What follows belongs to an exercise in optimizing a design on an open flow for small area and a short achievable clock period; a production flow would make more cautious choices.
In this exercise RTL edits were held to simulation tests only and were not proved equivalent to the original.

==> flow/design.v <==
`timescale 1ns/10ps
module cs_fa(input a, input b, input c, output s, output co);
  assign s = a ^ b ^ c;
  assign co = (a & b) | (a & c) | (b & c);
endmodule
module cs_ha(input a, input b, output s, output co);
  assign s = a ^ b;
  assign co = a & b;
endmodule
module cs_hb(input a, input b, output s, output co);
  assign s = ~(a ^ b);
  assign co = a | b;
endmodule
module cs_xor(input a, input b, output y);
  assign y = a ^ b;
endmodule
module cs_xnor(input a, input b, output y);
  assign y = ~(a ^ b);
endmodule
module cs_maj(input a, input b, input c, output y);
  assign y = (a & b) | (a & c) | (b & c);
endmodule
module cs_and(input a, input b, output y);
  assign y = a & b;
endmodule
module cs_or(input a, input b, output y);
  assign y = a | b;
endmodule
module cs_inv(input a, output y);
  assign y = ~a;
endmodule
module cs_nand(input a, input b, output y);
  assign y = ~(a & b);
endmodule
module cs_orn(input a, input b, output y);
  assign y = a | ~b;
endmodule
module cs_o21a(input a, input b, input c, output y);
  assign y = (a | b) & c;
endmodule
module cs_nand3(input a, input b, input c, output y);
  assign y = ~(a & b & c);
endmodule
module cs_nor3(input a, input b, input c, output y);
  assign y = ~(a | b | c);
endmodule
module cs_or3(input a, input b, input c, output y);
  assign y = a | b | c;
endmodule
module cs_and9(input [8:0] a, output y, output ny);
  assign y = &a;
  assign ny = ~(&a);
endmodule
module cs_mux(input s, input a, input b, output y);
  assign y = s ? b : a;
endmodule
module cs_ge(input [4:0] h, output g1, output g2);
  assign g1 = h[4] | (h[3] & (h[2] | h[1] | h[0]));
  assign g2 = h[4] & (h[3] | h[2] | h[1]);
endmodule
module CS(Y, X, reset, clk);
input clk, reset;
input [7:0] X;
output reg [9:0] Y;
reg [3:0] count;                  
reg [7:0] w0, w1, w2, w3, w4, w5, w6, w7, w8;    
reg [7:0] q;                      
reg [3:0] r;                      
wire full = (count == 4'd9);
wire en = full & ~reset;
wire [7:0] qn;
wire [3:0] rn;
wire [9:0] Yd;
always @(posedge clk) begin
  w0 <= X; w1 <= w0; w2 <= w1; w3 <= w2; w4 <= w3;
  w5 <= w4; w6 <= w5; w7 <= w6; w8 <= w7;
end
always @(posedge clk) begin
  if (reset) count <= 4'd0;
  else if (!full) count <= count + 4'd1;
end
always @(posedge clk) begin
  if (reset) begin q <= 8'd0; r <= 4'd0; end
  else begin q <= qn; r <= rn; end
end
always @(posedge clk) Y <= Yd;
wire n1, n2, n3, n4, n5, n6, n7, n8, n9, n10, n11, n12, n13, n14, n15, n16, n17, n18, n19, n20, n21, n22, n23, n24, n25, n26, n27, n28, n29, n30, n31, n32, n33, n34, n35, n36, n37, n38, n39, n40, n41, n42, n43, n44, n45, n46, n47, n48, n49, n50, n51, n52, n53, n54, n55, n56, n57, n58, n59, n60, n61, n62, n63, n64, n65, n66, n67, n68, n69, n70, n71, n72, n73, n74, n75, n76, n77, n78, n79, n80, n81, n82, n83, n84, n85, n86, n87, n88, n89, n90, n91, n92, n93, n94, n95, n96, n97, n98, n99, n100, n101, n102, n103, n104, n105, n106, n107, n108, n109, n110, n111, n112, n113, n114, n115, n116, n117, n118, n119, n120, n121, n122, n123, n124, n125, n126, n127, n128, n129, n130, n131, n132, n133, n134, n135, n136, n137, n138, n139, n140, n141, n142, n143, n144, n145, n146, n147, n148, n149, n150, n151, n152, n153, n154, n155, n156, n157, n158, n159, n160, n161, n162, n163, n164, n165, n166, n167, n168, n169, n170, n171, n172, n173, n174, n175, n176, n177, n178, n179, n180, n181, n182, n183, n184, n185, n186, n187, n188, n189, n190, n191, n192, n193, n194, n195, n196, n197, n198, n199, n200, n201, n202, n203, n204, n205, n206, n207, n208, n209, n210, n211, n212, n213, n214, n215, n216, n217, n218, n219, n220, n221, n222, n223, n224, n225, n226, n227, n228, n229, n230, n231, n232, n233, n234, n235, n236, n237, n238, n239, n240, n241, n242, n243, n244, n245, n246, n247, n248, n249, n250, n251, n252, n253, n254, n255, n256, n257, n258, n259, n260, n261, n262, n263, n264, n265, n266, n267, n268, n269, n270, n271, n272, n273, n274, n275, n276, n277, n278, n279, n280, n281, n282, n283, n284, n285, n286, n287, n288, n289, n290, n291, n292, n293, n294, n295, n296, n297, n298, n299, n300, n301, n302, n303, n304, n305, n306, n307, n308, n309, n310, n311, n312, n313, n314, n315, n316, n317, n318, n319, n320, n321, n322, n323, n324, n325, n326, n327, n328, n329, n330, n331, n332, n333, n334, n335, n336, n337, n338, n339, n340, n341, n342, n343, n344, n345, n346, n347, n348, n349, n350, n351, n352, n353, n354, n355, n356, n357, n358, n359, n360, n361, n362, n363, n364, n365, n366, n367, n368, n369, n370, n371, n372, n373, n374, n375, n376, n377, n378, n379, n380, n381, n382, n383, n384, n385, n386, n387, n388, n389, n390, n391, n392, n393, n394, n395, n396, n397, n398, n399, n400, n401, n402, n403, n404, n405, n406, n407, n408, n409, n410, n411, n412, n413, n414, n415, n416, n417, n418, n419, n420, n421, n422, n423, n424, n425, n426, n427, n428, n429, n430, n431, n432, n433, n434, n435, n436, n437, n438, n439, n440, n441, n442, n443, n444, n445, n446, n447, n448, n449, n450, n451, n452, n453, n454, n455, n456, n457, n458, n459, n460, n461, n462, n463, n464, n465, n466, n467, n468, n469, n470, n471, n472, n473, n474, n475, n476, n477, n478, n479, n480, n481, n482, n483, n484, n485, n486, n487, n488, n489, n490, n491, n492, n493, n494, n495, n496, n497, n498, n499, n500;
cs_and u0 (.a(w8[0]), .b(full), .y(n1));
cs_and u1 (.a(w8[1]), .b(full), .y(n2));
cs_and u2 (.a(w8[2]), .b(full), .y(n3));
cs_and u3 (.a(w8[3]), .b(full), .y(n4));
cs_and u4 (.a(w8[4]), .b(full), .y(n5));
cs_and u5 (.a(w8[5]), .b(full), .y(n6));
cs_and u6 (.a(w8[6]), .b(full), .y(n7));
cs_and u7 (.a(w8[7]), .b(full), .y(n8));
cs_inv u8 (.a(n1), .y(n9));
cs_inv u9 (.a(n2), .y(n10));
cs_inv u10 (.a(n3), .y(n11));
cs_inv u11 (.a(n7), .y(n12));
cs_inv u12 (.a(n8), .y(n13));
cs_inv u13 (.a(r[0]), .y(n14));
cs_fa u14 (.a(n14), .b(n4), .c(n9), .s(n15), .co(n16));
cs_fa u15 (.a(r[1]), .b(r[0]), .c(n5), .s(n17), .co(n18));
cs_fa u16 (.a(n10), .b(n13), .c(n17), .s(n19), .co(n20));
cs_fa u17 (.a(r[2]), .b(n6), .c(n11), .s(n21), .co(n22));
cs_fa u18 (.a(n18), .b(n21), .c(n20), .s(n23), .co(n24));
cs_fa u19 (.a(r[3]), .b(n22), .c(n24), .s(n25), .co(n26));
cs_ha u20 (.a(n12), .b(n15), .s(n27), .co(n28));
cs_fa u21 (.a(n16), .b(n19), .c(n28), .s(n29), .co(n30));
cs_ha u22 (.a(n23), .b(n30), .s(n31), .co(n32));
cs_ha u23 (.a(n25), .b(n32), .s(n33), .co(n34));
cs_xor u24 (.a(n26), .b(n34), .y(n35));
cs_ge u25 (.h({n35, n33, n31, n29, n27}), .g1(n36), .g2(n37));
cs_fa u26 (.a(n27), .b(n36), .c(n37), .s(n38), .co(n39));
cs_fa u27 (.a(n29), .b(n36), .c(n37), .s(n40), .co(n41));
cs_fa u28 (.a(n31), .b(n36), .c(n37), .s(n42), .co(n43));
cs_ha u29 (.a(n39), .b(n40), .s(n44), .co(n45));
cs_fa u30 (.a(n41), .b(n42), .c(n45), .s(n46), .co(n47));
cs_fa u31 (.a(n33), .b(n43), .c(n47), .s(n48), .co(n49));
cs_inv u32 (.a(X[3]), .y(n50));
cs_inv u33 (.a(X[4]), .y(n51));
cs_inv u34 (.a(X[5]), .y(n52));
cs_fa u35 (.a(n38), .b(X[0]), .c(X[6]), .s(n53), .co(n54));
cs_fa u36 (.a(X[1]), .b(X[7]), .c(n51), .s(n55), .co(n56));
cs_fa u37 (.a(n44), .b(n54), .c(n55), .s(n57), .co(n58));
cs_fa u38 (.a(X[2]), .b(n52), .c(n56), .s(n59), .co(n60));
cs_fa u39 (.a(n46), .b(n58), .c(n59), .s(n61), .co(n62));
cs_fa u40 (.a(n60), .b(n48), .c(n62), .s(n63), .co(n64));
cs_ha u41 (.a(n50), .b(n53), .s(n65), .co(n66));
cs_ha u42 (.a(n57), .b(n66), .s(n67), .co(n68));
cs_ha u43 (.a(n61), .b(n68), .s(n69), .co(n70));
cs_ha u44 (.a(n63), .b(n70), .s(n71), .co(n72));
cs_xor u45 (.a(n64), .b(n72), .y(n73));
cs_ge u46 (.h({n73, n71, n69, n67, n65}), .g1(n74), .g2(n75));
cs_fa u47 (.a(n65), .b(n74), .c(n75), .s(n76), .co(n77));
cs_fa u48 (.a(n67), .b(n74), .c(n75), .s(n78), .co(n79));
cs_fa u49 (.a(n69), .b(n74), .c(n75), .s(n80), .co(n81));
cs_ha u50 (.a(n77), .b(n78), .s(n82), .co(n83));
cs_fa u51 (.a(n79), .b(n80), .c(n83), .s(n84), .co(n85));
cs_fa u52 (.a(n71), .b(n81), .c(n85), .s(n86), .co(n87));
cs_inv u53 (.a(n4), .y(n88));
cs_inv u54 (.a(n5), .y(n89));
cs_inv u55 (.a(n6), .y(n90));
cs_inv u56 (.a(q[1]), .y(n91));
cs_inv u57 (.a(q[5]), .y(n92));
cs_inv u58 (.a(q[6]), .y(n93));
cs_inv u59 (.a(q[7]), .y(n94));
cs_fa u60 (.a(q[0]), .b(n88), .c(n12), .s(n95), .co(n96));
cs_fa u61 (.a(n95), .b(n36), .c(n37), .s(n97), .co(n98));
cs_fa u62 (.a(n97), .b(X[3]), .c(X[6]), .s(n99), .co(n100));
cs_fa u63 (.a(n99), .b(n74), .c(n75), .s(n101), .co(n102));
cs_fa u64 (.a(n91), .b(n89), .c(n12), .s(n103), .co(n104));
cs_fa u65 (.a(n13), .b(n96), .c(n103), .s(n105), .co(n106));
cs_fa u66 (.a(n105), .b(n98), .c(X[4]), .s(n107), .co(n108));
cs_fa u67 (.a(X[6]), .b(X[7]), .c(n100), .s(n109), .co(n110));
cs_fa u68 (.a(n107), .b(n109), .c(n102), .s(n111), .co(n112));
cs_fa u69 (.a(q[2]), .b(q[1]), .c(n90), .s(n113), .co(n114));
cs_fa u70 (.a(n12), .b(n13), .c(n104), .s(n115), .co(n116));
cs_fa u71 (.a(n113), .b(n106), .c(n115), .s(n117), .co(n118));
cs_fa u72 (.a(n117), .b(X[5]), .c(X[6]), .s(n119), .co(n120));
cs_fa u73 (.a(X[7]), .b(n108), .c(n119), .s(n121), .co(n122));
cs_fa u74 (.a(n110), .b(n121), .c(n112), .s(n123), .co(n124));
cs_fa u75 (.a(q[3]), .b(n13), .c(n114), .s(n125), .co(n126));
cs_fa u76 (.a(n116), .b(n125), .c(n118), .s(n127), .co(n128));
cs_fa u77 (.a(n127), .b(X[7]), .c(n120), .s(n129), .co(n130));
cs_fa u78 (.a(n122), .b(n129), .c(n124), .s(n131), .co(n132));
cs_fa u79 (.a(q[4]), .b(n126), .c(n128), .s(n133), .co(n134));
cs_fa u80 (.a(n133), .b(n130), .c(n132), .s(n135), .co(n136));
cs_fa u81 (.a(n92), .b(n134), .c(n136), .s(n137), .co(n138));
cs_fa u82 (.a(q[5]), .b(n93), .c(n138), .s(n139), .co(n140));
cs_fa u83 (.a(q[6]), .b(n94), .c(n140), .s(n141), .co(n142));
cs_inv u84 (.a(q[0]), .y(n143));
cs_inv u85 (.a(q[2]), .y(n144));
cs_inv u86 (.a(q[3]), .y(n145));
cs_inv u87 (.a(q[4]), .y(n146));
cs_and u88 (.a(w0[0]), .b(n143), .y(n147));
cs_maj u89 (.a(w0[1]), .b(n91), .c(n147), .y(n148));
cs_maj u90 (.a(w0[2]), .b(n144), .c(n148), .y(n149));
cs_maj u91 (.a(w0[3]), .b(n145), .c(n149), .y(n150));
cs_maj u92 (.a(w0[4]), .b(n146), .c(n150), .y(n151));
cs_maj u93 (.a(w0[5]), .b(n92), .c(n151), .y(n152));
cs_maj u94 (.a(w0[6]), .b(n93), .c(n152), .y(n153));
cs_maj u95 (.a(w0[7]), .b(n94), .c(n153), .y(n154));
cs_and u96 (.a(w1[0]), .b(n143), .y(n155));
cs_maj u97 (.a(w1[1]), .b(n91), .c(n155), .y(n156));
cs_maj u98 (.a(w1[2]), .b(n144), .c(n156), .y(n157));
cs_maj u99 (.a(w1[3]), .b(n145), .c(n157), .y(n158));
cs_maj u100 (.a(w1[4]), .b(n146), .c(n158), .y(n159));
cs_maj u101 (.a(w1[5]), .b(n92), .c(n159), .y(n160));
cs_maj u102 (.a(w1[6]), .b(n93), .c(n160), .y(n161));
cs_maj u103 (.a(w1[7]), .b(n94), .c(n161), .y(n162));
cs_and u104 (.a(w2[0]), .b(n143), .y(n163));
cs_maj u105 (.a(w2[1]), .b(n91), .c(n163), .y(n164));
cs_maj u106 (.a(w2[2]), .b(n144), .c(n164), .y(n165));
cs_maj u107 (.a(w2[3]), .b(n145), .c(n165), .y(n166));
cs_maj u108 (.a(w2[4]), .b(n146), .c(n166), .y(n167));
cs_maj u109 (.a(w2[5]), .b(n92), .c(n167), .y(n168));
cs_maj u110 (.a(w2[6]), .b(n93), .c(n168), .y(n169));
cs_maj u111 (.a(w2[7]), .b(n94), .c(n169), .y(n170));
cs_and u112 (.a(w3[0]), .b(n143), .y(n171));
cs_maj u113 (.a(w3[1]), .b(n91), .c(n171), .y(n172));
cs_maj u114 (.a(w3[2]), .b(n144), .c(n172), .y(n173));
cs_maj u115 (.a(w3[3]), .b(n145), .c(n173), .y(n174));
cs_maj u116 (.a(w3[4]), .b(n146), .c(n174), .y(n175));
cs_maj u117 (.a(w3[5]), .b(n92), .c(n175), .y(n176));
cs_maj u118 (.a(w3[6]), .b(n93), .c(n176), .y(n177));
cs_maj u119 (.a(w3[7]), .b(n94), .c(n177), .y(n178));
cs_and u120 (.a(w4[0]), .b(n143), .y(n179));
cs_maj u121 (.a(w4[1]), .b(n91), .c(n179), .y(n180));
cs_maj u122 (.a(w4[2]), .b(n144), .c(n180), .y(n181));
cs_maj u123 (.a(w4[3]), .b(n145), .c(n181), .y(n182));
cs_maj u124 (.a(w4[4]), .b(n146), .c(n182), .y(n183));
cs_maj u125 (.a(w4[5]), .b(n92), .c(n183), .y(n184));
cs_maj u126 (.a(w4[6]), .b(n93), .c(n184), .y(n185));
cs_maj u127 (.a(w4[7]), .b(n94), .c(n185), .y(n186));
cs_and u128 (.a(w5[0]), .b(n143), .y(n187));
cs_maj u129 (.a(w5[1]), .b(n91), .c(n187), .y(n188));
cs_maj u130 (.a(w5[2]), .b(n144), .c(n188), .y(n189));
cs_maj u131 (.a(w5[3]), .b(n145), .c(n189), .y(n190));
cs_maj u132 (.a(w5[4]), .b(n146), .c(n190), .y(n191));
cs_maj u133 (.a(w5[5]), .b(n92), .c(n191), .y(n192));
cs_maj u134 (.a(w5[6]), .b(n93), .c(n192), .y(n193));
cs_maj u135 (.a(w5[7]), .b(n94), .c(n193), .y(n194));
cs_and u136 (.a(w6[0]), .b(n143), .y(n195));
cs_maj u137 (.a(w6[1]), .b(n91), .c(n195), .y(n196));
cs_maj u138 (.a(w6[2]), .b(n144), .c(n196), .y(n197));
cs_maj u139 (.a(w6[3]), .b(n145), .c(n197), .y(n198));
cs_maj u140 (.a(w6[4]), .b(n146), .c(n198), .y(n199));
cs_maj u141 (.a(w6[5]), .b(n92), .c(n199), .y(n200));
cs_maj u142 (.a(w6[6]), .b(n93), .c(n200), .y(n201));
cs_maj u143 (.a(w6[7]), .b(n94), .c(n201), .y(n202));
cs_and u144 (.a(w7[0]), .b(n143), .y(n203));
cs_maj u145 (.a(w7[1]), .b(n91), .c(n203), .y(n204));
cs_maj u146 (.a(w7[2]), .b(n144), .c(n204), .y(n205));
cs_maj u147 (.a(w7[3]), .b(n145), .c(n205), .y(n206));
cs_maj u148 (.a(w7[4]), .b(n146), .c(n206), .y(n207));
cs_maj u149 (.a(w7[5]), .b(n92), .c(n207), .y(n208));
cs_maj u150 (.a(w7[6]), .b(n93), .c(n208), .y(n209));
cs_maj u151 (.a(w7[7]), .b(n94), .c(n209), .y(n210));
cs_and u152 (.a(w8[0]), .b(n143), .y(n211));
cs_maj u153 (.a(w8[1]), .b(n91), .c(n211), .y(n212));
cs_maj u154 (.a(w8[2]), .b(n144), .c(n212), .y(n213));
cs_maj u155 (.a(w8[3]), .b(n145), .c(n213), .y(n214));
cs_maj u156 (.a(w8[4]), .b(n146), .c(n214), .y(n215));
cs_maj u157 (.a(w8[5]), .b(n92), .c(n215), .y(n216));
cs_maj u158 (.a(w8[6]), .b(n93), .c(n216), .y(n217));
cs_maj u159 (.a(w8[7]), .b(n94), .c(n217), .y(n218));
cs_orn u160 (.a(n154), .b(w0[7]), .y(n219));
cs_orn u161 (.a(n162), .b(w1[7]), .y(n220));
cs_orn u162 (.a(n170), .b(w2[7]), .y(n221));
cs_orn u163 (.a(n178), .b(w3[7]), .y(n222));
cs_orn u164 (.a(n186), .b(w4[7]), .y(n223));
cs_orn u165 (.a(n194), .b(w5[7]), .y(n224));
cs_orn u166 (.a(n202), .b(w6[7]), .y(n225));
cs_orn u167 (.a(n210), .b(w7[7]), .y(n226));
cs_orn u168 (.a(n218), .b(w8[7]), .y(n227));
cs_nand3 u169 (.a(n219), .b(n220), .c(n221), .y(n228));
cs_nand3 u170 (.a(n222), .b(n223), .c(n224), .y(n229));
cs_nand3 u171 (.a(n225), .b(n226), .c(n227), .y(n230));
cs_nor3 u172 (.a(n228), .b(n229), .c(n230), .y(n231));
cs_or3 u173 (.a(n228), .b(n229), .c(n230), .y(n232));
cs_inv u174 (.a(n154), .y(n233));
cs_o21a u175 (.a(w0[7]), .b(n231), .c(n233), .y(n234));
cs_inv u176 (.a(n162), .y(n235));
cs_o21a u177 (.a(w1[7]), .b(n231), .c(n235), .y(n236));
cs_inv u178 (.a(n170), .y(n237));
cs_o21a u179 (.a(w2[7]), .b(n231), .c(n237), .y(n238));
cs_inv u180 (.a(n178), .y(n239));
cs_o21a u181 (.a(w3[7]), .b(n231), .c(n239), .y(n240));
cs_inv u182 (.a(n186), .y(n241));
cs_o21a u183 (.a(w4[7]), .b(n231), .c(n241), .y(n242));
cs_inv u184 (.a(n194), .y(n243));
cs_o21a u185 (.a(w5[7]), .b(n231), .c(n243), .y(n244));
cs_inv u186 (.a(n202), .y(n245));
cs_o21a u187 (.a(w6[7]), .b(n231), .c(n245), .y(n246));
cs_inv u188 (.a(n210), .y(n247));
cs_o21a u189 (.a(w7[7]), .b(n231), .c(n247), .y(n248));
cs_inv u190 (.a(n218), .y(n249));
cs_o21a u191 (.a(w8[7]), .b(n231), .c(n249), .y(n250));
cs_nand u192 (.a(n234), .b(w0[6]), .y(n251));
cs_nand u193 (.a(n236), .b(w1[6]), .y(n252));
cs_nand u194 (.a(n238), .b(w2[6]), .y(n253));
cs_nand u195 (.a(n240), .b(w3[6]), .y(n254));
cs_nand u196 (.a(n242), .b(w4[6]), .y(n255));
cs_nand u197 (.a(n244), .b(w5[6]), .y(n256));
cs_nand u198 (.a(n246), .b(w6[6]), .y(n257));
cs_nand u199 (.a(n248), .b(w7[6]), .y(n258));
cs_nand u200 (.a(n250), .b(w8[6]), .y(n259));
cs_nand3 u201 (.a(n251), .b(n252), .c(n253), .y(n260));
cs_nand3 u202 (.a(n254), .b(n255), .c(n256), .y(n261));
cs_nand3 u203 (.a(n257), .b(n258), .c(n259), .y(n262));
cs_nor3 u204 (.a(n260), .b(n261), .c(n262), .y(n263));
cs_or3 u205 (.a(n260), .b(n261), .c(n262), .y(n264));
cs_o21a u206 (.a(w0[6]), .b(n263), .c(n234), .y(n265));
cs_o21a u207 (.a(w1[6]), .b(n263), .c(n236), .y(n266));
cs_o21a u208 (.a(w2[6]), .b(n263), .c(n238), .y(n267));
cs_o21a u209 (.a(w3[6]), .b(n263), .c(n240), .y(n268));
cs_o21a u210 (.a(w4[6]), .b(n263), .c(n242), .y(n269));
cs_o21a u211 (.a(w5[6]), .b(n263), .c(n244), .y(n270));
cs_o21a u212 (.a(w6[6]), .b(n263), .c(n246), .y(n271));
cs_o21a u213 (.a(w7[6]), .b(n263), .c(n248), .y(n272));
cs_o21a u214 (.a(w8[6]), .b(n263), .c(n250), .y(n273));
cs_nand u215 (.a(n265), .b(w0[5]), .y(n274));
cs_nand u216 (.a(n266), .b(w1[5]), .y(n275));
cs_nand u217 (.a(n267), .b(w2[5]), .y(n276));
cs_nand u218 (.a(n268), .b(w3[5]), .y(n277));
cs_nand u219 (.a(n269), .b(w4[5]), .y(n278));
cs_nand u220 (.a(n270), .b(w5[5]), .y(n279));
cs_nand u221 (.a(n271), .b(w6[5]), .y(n280));
cs_nand u222 (.a(n272), .b(w7[5]), .y(n281));
cs_nand u223 (.a(n273), .b(w8[5]), .y(n282));
cs_nand3 u224 (.a(n274), .b(n275), .c(n276), .y(n283));
cs_nand3 u225 (.a(n277), .b(n278), .c(n279), .y(n284));
cs_nand3 u226 (.a(n280), .b(n281), .c(n282), .y(n285));
cs_nor3 u227 (.a(n283), .b(n284), .c(n285), .y(n286));
cs_or3 u228 (.a(n283), .b(n284), .c(n285), .y(n287));
cs_o21a u229 (.a(w0[5]), .b(n286), .c(n265), .y(n288));
cs_o21a u230 (.a(w1[5]), .b(n286), .c(n266), .y(n289));
cs_o21a u231 (.a(w2[5]), .b(n286), .c(n267), .y(n290));
cs_o21a u232 (.a(w3[5]), .b(n286), .c(n268), .y(n291));
cs_o21a u233 (.a(w4[5]), .b(n286), .c(n269), .y(n292));
cs_o21a u234 (.a(w5[5]), .b(n286), .c(n270), .y(n293));
cs_o21a u235 (.a(w6[5]), .b(n286), .c(n271), .y(n294));
cs_o21a u236 (.a(w7[5]), .b(n286), .c(n272), .y(n295));
cs_o21a u237 (.a(w8[5]), .b(n286), .c(n273), .y(n296));
cs_nand u238 (.a(n288), .b(w0[4]), .y(n297));
cs_nand u239 (.a(n289), .b(w1[4]), .y(n298));
cs_nand u240 (.a(n290), .b(w2[4]), .y(n299));
cs_nand u241 (.a(n291), .b(w3[4]), .y(n300));
cs_nand u242 (.a(n292), .b(w4[4]), .y(n301));
cs_nand u243 (.a(n293), .b(w5[4]), .y(n302));
cs_nand u244 (.a(n294), .b(w6[4]), .y(n303));
cs_nand u245 (.a(n295), .b(w7[4]), .y(n304));
cs_nand u246 (.a(n296), .b(w8[4]), .y(n305));
cs_nand3 u247 (.a(n297), .b(n298), .c(n299), .y(n306));
cs_nand3 u248 (.a(n300), .b(n301), .c(n302), .y(n307));
cs_nand3 u249 (.a(n303), .b(n304), .c(n305), .y(n308));
cs_nor3 u250 (.a(n306), .b(n307), .c(n308), .y(n309));
cs_or3 u251 (.a(n306), .b(n307), .c(n308), .y(n310));
cs_o21a u252 (.a(w0[4]), .b(n309), .c(n288), .y(n311));
cs_o21a u253 (.a(w1[4]), .b(n309), .c(n289), .y(n312));
cs_o21a u254 (.a(w2[4]), .b(n309), .c(n290), .y(n313));
cs_o21a u255 (.a(w3[4]), .b(n309), .c(n291), .y(n314));
cs_o21a u256 (.a(w4[4]), .b(n309), .c(n292), .y(n315));
cs_o21a u257 (.a(w5[4]), .b(n309), .c(n293), .y(n316));
cs_o21a u258 (.a(w6[4]), .b(n309), .c(n294), .y(n317));
cs_o21a u259 (.a(w7[4]), .b(n309), .c(n295), .y(n318));
cs_o21a u260 (.a(w8[4]), .b(n309), .c(n296), .y(n319));
cs_nand u261 (.a(n311), .b(w0[3]), .y(n320));
cs_nand u262 (.a(n312), .b(w1[3]), .y(n321));
cs_nand u263 (.a(n313), .b(w2[3]), .y(n322));
cs_nand u264 (.a(n314), .b(w3[3]), .y(n323));
cs_nand u265 (.a(n315), .b(w4[3]), .y(n324));
cs_nand u266 (.a(n316), .b(w5[3]), .y(n325));
cs_nand u267 (.a(n317), .b(w6[3]), .y(n326));
cs_nand u268 (.a(n318), .b(w7[3]), .y(n327));
cs_nand u269 (.a(n319), .b(w8[3]), .y(n328));
cs_nand3 u270 (.a(n320), .b(n321), .c(n322), .y(n329));
cs_nand3 u271 (.a(n323), .b(n324), .c(n325), .y(n330));
cs_nand3 u272 (.a(n326), .b(n327), .c(n328), .y(n331));
cs_nor3 u273 (.a(n329), .b(n330), .c(n331), .y(n332));
cs_or3 u274 (.a(n329), .b(n330), .c(n331), .y(n333));
cs_o21a u275 (.a(w0[3]), .b(n332), .c(n311), .y(n334));
cs_o21a u276 (.a(w1[3]), .b(n332), .c(n312), .y(n335));
cs_o21a u277 (.a(w2[3]), .b(n332), .c(n313), .y(n336));
cs_o21a u278 (.a(w3[3]), .b(n332), .c(n314), .y(n337));
cs_o21a u279 (.a(w4[3]), .b(n332), .c(n315), .y(n338));
cs_o21a u280 (.a(w5[3]), .b(n332), .c(n316), .y(n339));
cs_o21a u281 (.a(w6[3]), .b(n332), .c(n317), .y(n340));
cs_o21a u282 (.a(w7[3]), .b(n332), .c(n318), .y(n341));
cs_o21a u283 (.a(w8[3]), .b(n332), .c(n319), .y(n342));
cs_nand u284 (.a(n334), .b(w0[2]), .y(n343));
cs_nand u285 (.a(n335), .b(w1[2]), .y(n344));
cs_nand u286 (.a(n336), .b(w2[2]), .y(n345));
cs_nand u287 (.a(n337), .b(w3[2]), .y(n346));
cs_nand u288 (.a(n338), .b(w4[2]), .y(n347));
cs_nand u289 (.a(n339), .b(w5[2]), .y(n348));
cs_nand u290 (.a(n340), .b(w6[2]), .y(n349));
cs_nand u291 (.a(n341), .b(w7[2]), .y(n350));
cs_nand u292 (.a(n342), .b(w8[2]), .y(n351));
cs_nand3 u293 (.a(n343), .b(n344), .c(n345), .y(n352));
cs_nand3 u294 (.a(n346), .b(n347), .c(n348), .y(n353));
cs_nand3 u295 (.a(n349), .b(n350), .c(n351), .y(n354));
cs_nor3 u296 (.a(n352), .b(n353), .c(n354), .y(n355));
cs_or3 u297 (.a(n352), .b(n353), .c(n354), .y(n356));
cs_o21a u298 (.a(w0[2]), .b(n355), .c(n334), .y(n357));
cs_o21a u299 (.a(w1[2]), .b(n355), .c(n335), .y(n358));
cs_o21a u300 (.a(w2[2]), .b(n355), .c(n336), .y(n359));
cs_o21a u301 (.a(w3[2]), .b(n355), .c(n337), .y(n360));
cs_o21a u302 (.a(w4[2]), .b(n355), .c(n338), .y(n361));
cs_o21a u303 (.a(w5[2]), .b(n355), .c(n339), .y(n362));
cs_o21a u304 (.a(w6[2]), .b(n355), .c(n340), .y(n363));
cs_o21a u305 (.a(w7[2]), .b(n355), .c(n341), .y(n364));
cs_o21a u306 (.a(w8[2]), .b(n355), .c(n342), .y(n365));
cs_nand u307 (.a(n357), .b(w0[1]), .y(n366));
cs_nand u308 (.a(n358), .b(w1[1]), .y(n367));
cs_nand u309 (.a(n359), .b(w2[1]), .y(n368));
cs_nand u310 (.a(n360), .b(w3[1]), .y(n369));
cs_nand u311 (.a(n361), .b(w4[1]), .y(n370));
cs_nand u312 (.a(n362), .b(w5[1]), .y(n371));
cs_nand u313 (.a(n363), .b(w6[1]), .y(n372));
cs_nand u314 (.a(n364), .b(w7[1]), .y(n373));
cs_nand u315 (.a(n365), .b(w8[1]), .y(n374));
cs_nand3 u316 (.a(n366), .b(n367), .c(n368), .y(n375));
cs_nand3 u317 (.a(n369), .b(n370), .c(n371), .y(n376));
cs_nand3 u318 (.a(n372), .b(n373), .c(n374), .y(n377));
cs_nor3 u319 (.a(n375), .b(n376), .c(n377), .y(n378));
cs_or3 u320 (.a(n375), .b(n376), .c(n377), .y(n379));
cs_o21a u321 (.a(w0[1]), .b(n378), .c(n357), .y(n380));
cs_o21a u322 (.a(w1[1]), .b(n378), .c(n358), .y(n381));
cs_o21a u323 (.a(w2[1]), .b(n378), .c(n359), .y(n382));
cs_o21a u324 (.a(w3[1]), .b(n378), .c(n360), .y(n383));
cs_o21a u325 (.a(w4[1]), .b(n378), .c(n361), .y(n384));
cs_o21a u326 (.a(w5[1]), .b(n378), .c(n362), .y(n385));
cs_o21a u327 (.a(w6[1]), .b(n378), .c(n363), .y(n386));
cs_o21a u328 (.a(w7[1]), .b(n378), .c(n364), .y(n387));
cs_o21a u329 (.a(w8[1]), .b(n378), .c(n365), .y(n388));
cs_nand u330 (.a(n380), .b(w0[0]), .y(n389));
cs_nand u331 (.a(n381), .b(w1[0]), .y(n390));
cs_nand u332 (.a(n382), .b(w2[0]), .y(n391));
cs_nand u333 (.a(n383), .b(w3[0]), .y(n392));
cs_nand u334 (.a(n384), .b(w4[0]), .y(n393));
cs_nand u335 (.a(n385), .b(w5[0]), .y(n394));
cs_nand u336 (.a(n386), .b(w6[0]), .y(n395));
cs_nand u337 (.a(n387), .b(w7[0]), .y(n396));
cs_nand u338 (.a(n388), .b(w8[0]), .y(n397));
cs_nand3 u339 (.a(n389), .b(n390), .c(n391), .y(n398));
cs_nand3 u340 (.a(n392), .b(n393), .c(n394), .y(n399));
cs_nand3 u341 (.a(n395), .b(n396), .c(n397), .y(n400));
cs_nor3 u342 (.a(n398), .b(n399), .c(n400), .y(n401));
cs_or3 u343 (.a(n398), .b(n399), .c(n400), .y(n402));
cs_fa u344 (.a(q[0]), .b(q[3]), .c(r[3]), .s(n403), .co(n404));
cs_fa u345 (.a(q[1]), .b(q[4]), .c(n404), .s(n405), .co(n406));
cs_fa u346 (.a(q[2]), .b(q[5]), .c(n406), .s(n407), .co(n408));
cs_fa u347 (.a(q[3]), .b(q[6]), .c(n408), .s(n409), .co(n410));
cs_fa u348 (.a(q[4]), .b(q[7]), .c(n410), .s(n411), .co(n412));
cs_ha u349 (.a(q[0]), .b(r[0]), .s(n413), .co(n414));
cs_fa u350 (.a(q[1]), .b(r[1]), .c(n414), .s(n415), .co(n416));
cs_fa u351 (.a(q[2]), .b(r[2]), .c(n416), .s(n417), .co(n418));
cs_ha u352 (.a(n403), .b(n418), .s(n419), .co(n420));
cs_ha u353 (.a(n405), .b(n420), .s(n421), .co(n422));
cs_ha u354 (.a(n407), .b(n422), .s(n423), .co(n424));
cs_ha u355 (.a(n409), .b(n424), .s(n425), .co(n426));
cs_ha u356 (.a(n411), .b(n426), .s(n427), .co(n428));
cs_fa u357 (.a(q[5]), .b(n412), .c(n428), .s(n429), .co(n430));
cs_ha u358 (.a(q[6]), .b(n430), .s(n431), .co(n432));
cs_ha u359 (.a(q[7]), .b(n432), .s(n433), .co(n434));
cs_fa u360 (.a(n419), .b(n333), .c(n402), .s(n435), .co(n436));
cs_fa u361 (.a(n421), .b(n310), .c(n379), .s(n437), .co(n438));
cs_fa u362 (.a(n423), .b(n287), .c(n356), .s(n439), .co(n440));
cs_fa u363 (.a(n425), .b(n264), .c(n333), .s(n441), .co(n442));
cs_fa u364 (.a(n427), .b(n232), .c(n310), .s(n443), .co(n444));
cs_fa u365 (.a(n429), .b(n287), .c(n444), .s(n445), .co(n446));
cs_fa u366 (.a(n431), .b(n264), .c(n446), .s(n447), .co(n448));
cs_fa u367 (.a(n232), .b(n433), .c(n448), .s(n449), .co(n450));
cs_ha u368 (.a(n413), .b(n402), .s(n451), .co(n452));
cs_fa u369 (.a(n415), .b(n379), .c(n452), .s(n453), .co(n454));
cs_fa u370 (.a(n417), .b(n356), .c(n454), .s(n455), .co(n456));
cs_ha u371 (.a(n435), .b(n456), .s(n457), .co(n458));
cs_fa u372 (.a(n437), .b(n436), .c(n458), .s(n459), .co(n460));
cs_fa u373 (.a(n439), .b(n438), .c(n460), .s(n461), .co(n462));
cs_fa u374 (.a(n441), .b(n440), .c(n462), .s(n463), .co(n464));
cs_ha u375 (.a(n443), .b(n442), .s(n465), .co(n466));
cs_ha u376 (.a(n445), .b(n466), .s(n467), .co(n468));
cs_ha u377 (.a(n447), .b(n468), .s(n469), .co(n470));
cs_ha u378 (.a(n449), .b(n470), .s(n471), .co(n472));
cs_fa u379 (.a(n434), .b(n450), .c(n472), .s(n473), .co(n474));
cs_hb u380 (.a(n443), .b(n442), .s(n475), .co(n476));
cs_ha u381 (.a(n445), .b(n476), .s(n477), .co(n478));
cs_ha u382 (.a(n447), .b(n478), .s(n479), .co(n480));
cs_ha u383 (.a(n449), .b(n480), .s(n481), .co(n482));
cs_fa u384 (.a(n434), .b(n450), .c(n482), .s(n483), .co(n484));
cs_mux u385 (.s(n464), .a(n465), .b(n475), .y(n485));
cs_mux u386 (.s(n464), .a(n467), .b(n477), .y(n486));
cs_mux u387 (.s(n464), .a(n469), .b(n479), .y(n487));
cs_mux u388 (.s(n464), .a(n471), .b(n481), .y(n488));
cs_mux u389 (.s(n464), .a(n473), .b(n483), .y(n489));
cs_mux u390 (.s(n464), .a(n474), .b(n484), .y(n490));
cs_and u391 (.a(n457), .b(en), .y(n491));
cs_and u392 (.a(n459), .b(en), .y(n492));
cs_and u393 (.a(n461), .b(en), .y(n493));
cs_and u394 (.a(n463), .b(en), .y(n494));
cs_and u395 (.a(n485), .b(en), .y(n495));
cs_and u396 (.a(n486), .b(en), .y(n496));
cs_and u397 (.a(n487), .b(en), .y(n497));
cs_and u398 (.a(n488), .b(en), .y(n498));
cs_and u399 (.a(n489), .b(en), .y(n499));
cs_and u400 (.a(n490), .b(en), .y(n500));
assign qn[0] = n101;
assign qn[1] = n111;
assign qn[2] = n123;
assign qn[3] = n131;
assign qn[4] = n135;
assign qn[5] = n137;
assign qn[6] = n139;
assign qn[7] = n141;
assign rn[0] = n76;
assign rn[1] = n82;
assign rn[2] = n84;
assign rn[3] = n86;
assign Yd[0] = n491;
assign Yd[1] = n492;
assign Yd[2] = n493;
assign Yd[3] = n494;
assign Yd[4] = n495;
assign Yd[5] = n496;
assign Yd[6] = n497;
assign Yd[7] = n498;
assign Yd[8] = n499;
assign Yd[9] = n500;
endmodule
==> flow/run.sh <==
#!/bin/bash
# synth_recipe.tcl (not shown) runs the flow's synth.tcl, then flattens the netlist and writes it again
# the make line also repeats each setting of config.mk as NAME=value (left out here)
make -C /OpenROAD-flow-scripts/flow DESIGN_CONFIG=/design/flow/config.mk WORK_HOME=/design/flow/orfs CLKGATE_MAP_FILE= SYNTH_SCRIPT=/design/flow/synth_recipe.tcl finish
==> flow/config.mk <==
export PLATFORM = sky130hd
export DESIGN_NAME = CS
export DESIGN_NICKNAME = CS
export VERILOG_FILES = /design/flow/design.v
export SDC_FILE = /design/flow/constraint.sdc
export NUM_CORES = 4
export LEC_CHECK = 0
export CAP_MARGIN = 20
export CORE_MARGIN = 2
export CORE_UTILIZATION = 40
export SLEW_MARGIN = 20
export SYNTH_HIERARCHICAL = 1
export SYNTH_MINIMUM_KEEP_SIZE = 0
==> flow/constraint.sdc <==
create_clock -name core_clock -period 23.0 [get_ports {clk}]
set_input_delay 4.6000 -clock core_clock [delete_from_list [all_inputs] [get_ports {clk}]]
set_output_delay 4.6000 -clock core_clock [all_outputs]
set_load 0.01 [all_outputs]
==> run notes <==
-- placed cells by master (no fill, tap or decap), types with 3 or more instances in the layout --
| cell type | netlist | final |
|---|---|---|
| ha_1 | 29 | 29 |
| clkinv_4 | 0 | 3 |
| o21a_1 | 63 | 63 |
| dfxtp_1 | 98 | 98 |
| and2_1 | 27 | 27 |
| clkbuf_16 | 0 | 9 |
| mux2_4 | 6 | 6 |
| nand2b_1 | 10 | 10 |
| nand2_1 | 64 | 64 |
| nor2b_1 | 12 | 12 |
| fa_1 | 70 | 70 |
| nor2_1 | 7 | 7 |
| or3_1 | 8 | 8 |
| xor2_1 | 3 | 3 |
| inv_1 | 35 | 35 |
| nor3_2 | 7 | 7 |
| maj3_2 | 63 | 63 |
| nand3_1 | 25 | 25 |
| clkdlybuf4s50_1 | 0 | 19 |
-- cells by family (layout without fill, tap and decap cells) --
logic type	count (synthesis)	count (layout)	synth area share, %
AO/OA/AOI/OAI	67	67	8.40
AND/OR/NAND/NOR	165	165	14.2
flip-flops	98	98	32.3
adder cells (fa/ha/maj)	162	162	40.7
buffers and inverters	36	70	2.29
multiplexers	6	6	1.48
XOR/XNOR	4	4	0.577
-- layout make-up --
class / count / area share (%)
Timing Repair Buffer: 19 / 2.81
Multi-Input combinational cell: 404 / 58.6
Tap cell: 188 / 3.47
Inverter: 35 / 1.94
Clock buffer: 9 / 3.32
Clock inverter: 7 / 0.886
Sequential cell: 98 / 28.9
-- worst paths after layout --
| check | endpoint | depth (start not counted) | slack [ns] |
|---|---|---|---|
| min | w1[0]$_DFF_P_ | 0 | 0.37 |
| max reg2reg | Y[4]$_DFF_P_ | 48 | 11.37 |
| max | Y[4]$_DFF_P_ | 48 | 11.37 |
| min reg2reg | w1[0]$_DFF_P_ | 0 | 0.37 |
-- synth_stat cells, types with 8 or more instances --
cell type  number
inv_1          35
and2_1         27
maj3_2         63
fa_1           70
ha_1           29
nand2b_1       10
nand2_1        64
o21a_1         63
nand3_1        25
or3_1           8
dfxtp_1        98
nor2b_1        12
-- sequential cells by signal, summed over array words and instances, names as in the netlist --
register / count
w3: 8
w4: 8
q: 8
w1: 8
count: 4
w0: 8
w5: 8
Y: 10
r: 4
w2: 8
w6: 8
w7: 8
w8: 8
-- per-module statistics from Yosys, one instance, submodules excluded, excerpt --
| module | times used | area, um2 |
|---|---|---|
| CS | 1 | 2170 |
| cs_or3 | 8 | 6.26 |
| cs_maj | 63 | 11.3 |
| cs_nor3 | 7 | 10.0 |
| cs_nand | 63 | 3.75 |
| cs_orn | 9 | 6.26 |
| cs_o21a | 63 | 7.51 |
| cs_and | 27 | 6.26 |
| cs_mux | 6 | 15.0 |
-- per-layer routing --
metal  global-route usage [%]  vias up  wire length [um]
li1                         -     1864                 -
met1                     21.4     1850              5820
met2                     27.2       52              5900
met3                     2.89       16               370
met4                     6.98        0               192
met5                        0        -                 0
==> impl_metrics.py <==
metrics = {
    "run_status": {
        "status": "no timing/DRC/antenna violations",
    },
    "grt": {
        "antenna_found_initial": 0,
        "grt_overflow": 0,
        "grt_pass1_wl_um": 20800,
        "grt_max_degree": 19,
        "track_usage_pct": 16.5,
        "grt_pass1_vias": 4113,
    },
    "placed_design": {
        "gp_congestion": 0.821,
        "placed_cells": 744,
        "dp_hpwl_um": 10200,
        "portBuffers": 19,
        "dp_slack_ns": 11.41,
        "dpl_cell_area_um2": 6490,
    },
    "sta": {
        "setup_violations": 0,
        "report.final.slew_viol_count": 0,
        "fin_crit_ns": 11.63,
        "hold_viol_final": 0,
        "max_slew.worst_pin.slew_ns": 0.617,
        "fin_skew_ns": 0.00808,
        "worst_slack_ns": 11.37,
        "hold_ws_ns": 0.368,
        "final.setup.tns_ns": 0,
        "finalCritPeriodShare_pct": 50.6,
        "rsz0062_at_grt": "false",
        "fmaxAchievable_mhz": 86.0,
        "slew_headroom_pct": 58.7,
    },
    "clocking": {
        "ctsResizeCount": 0,
        "cts_root_buf": "clkbuf_16",
        "cts_buffer_depth": 2,
        "cts_tree": "done",
        "clock_latency_ns": 0.36,
        "holdBufCountCts": 0,
        "cts_buffers": 9,
        "cts.reportedPaths.clkPinSlew_ns": 0.07,
        "post_cts_buffers": 0,
        "htreeDepth": 3,
        "clock-sinks": 98,
    },
    "setup_path": {
        "critical_path_buf_inv_count": 1,
        "path_class": "reg2reg",
        "crit_path_start_kind": "flip-flop",
        "cp-startpoint": "q[1]$_SDFF_PP0_",
        "cp_slowest_cell": "fa_1",
        "cpPeakStageDelay_ns": 0.57,
        "crit_top_cell": "nand3_1",
        "path_max_fanout": 10,
        "cp.required_ns": 23.25,
        "end_kind": "flip-flop",
        "crit_arrival_ns": 11.88,
        "r2r_start": "q[1]$_SDFF_PP0_",
        "crit_family": "adder cells",
    },
    "floorplan": {
        "die_y_um": 127,
        "die_w_um": 127,
        "die_area_um2": 16200,
        "ios": 20,
        "start_util_pct": 40.4,
        "rows": 45,
        "core-area_um2": 15000,
    },
    "yosys": {
        "syn_area_um2": 6070,
        "yosys.area.top_type": "dfxtp_1",
        "yosysUniqueCellTypes": 25,
        "synth_ff_type": "dfxtp_1",
        "synth_area_leaders": "dfxtp_1 (32%), fa_1 (23%), maj3_2 (12%)",
        "synth_cells": 538,
        "yosys_register_bits": 98,
        "synth-edff-count": 0,
        "async_flop_share_pct": 0,
        "synth_nets": 647,
        "syn_area_per_cell_um2": 11.3,
        "synthDominantCellAreaShare_pct": 32.3,
        "yosysWarnings": 7,
        "yosysSeqAreaShare_pct": 32.3,
    },
    "final_layout": {
        "n_antenna_cell": 0,
        "fin_nets": 676,
        "areaGrowthSynthToFinish_pct": 11.6,
        "multi_input_area_um2": 3970,
        "fillers": 1391,
        "design_area_um2": 6780,
        "seq_area_um2": 1960,
        "finalCoreUtilization_pct": 45.1,
        "drive_gt1_share_pct": 17.0,
        "instances_no_fill": 760,
    },
    "hold_path": {
        "hp-start": "w0[0]$_DFF_P_",
        "hold_path.class": "reg2reg",
    },
    "routing": {
        "num_vias": 3782,
        "antenna_left": 0,
        "dr.pass1.iters": 4,
        "drt_iter0_markers": 128,
        "routed_wirelength_um": 12300,
        "avgRoutedWirePerCell_um": 16.2,
        "viasPerCell": 4.98,
        "drc": 0,
    },
    "job": {
        "cap_violations": 0,
    },
}

[what the ideal ports hide]
How much do the figures lean on ideal ports? The routed layout below was timed once more, with nothing changed but the port constraints. Step 1, drivers: a clkbuf_16 drives clk and a buf_2 each remaining input, both assumed. Step 2 moves the port delays by t, midway between the first and last clock arrival at a register: inputs arrive t later, outputs are due t later. That takes back most of the time a late clock gives input paths. Slacks: no drivers / after step 1 / after step 2; pairs: no drivers / after step 1.
t, ns: 0.392
setup slack, ns: 11.373 / 11.373 / 11.373
worst setup path after step 2: register to register
worst slew at a driven data input, ns: 0.03
After both steps this run still meets setup and hold. For this run, drivers alone change the setup slack by 0.000 ns; drivers and shift together by 0.000 ns.
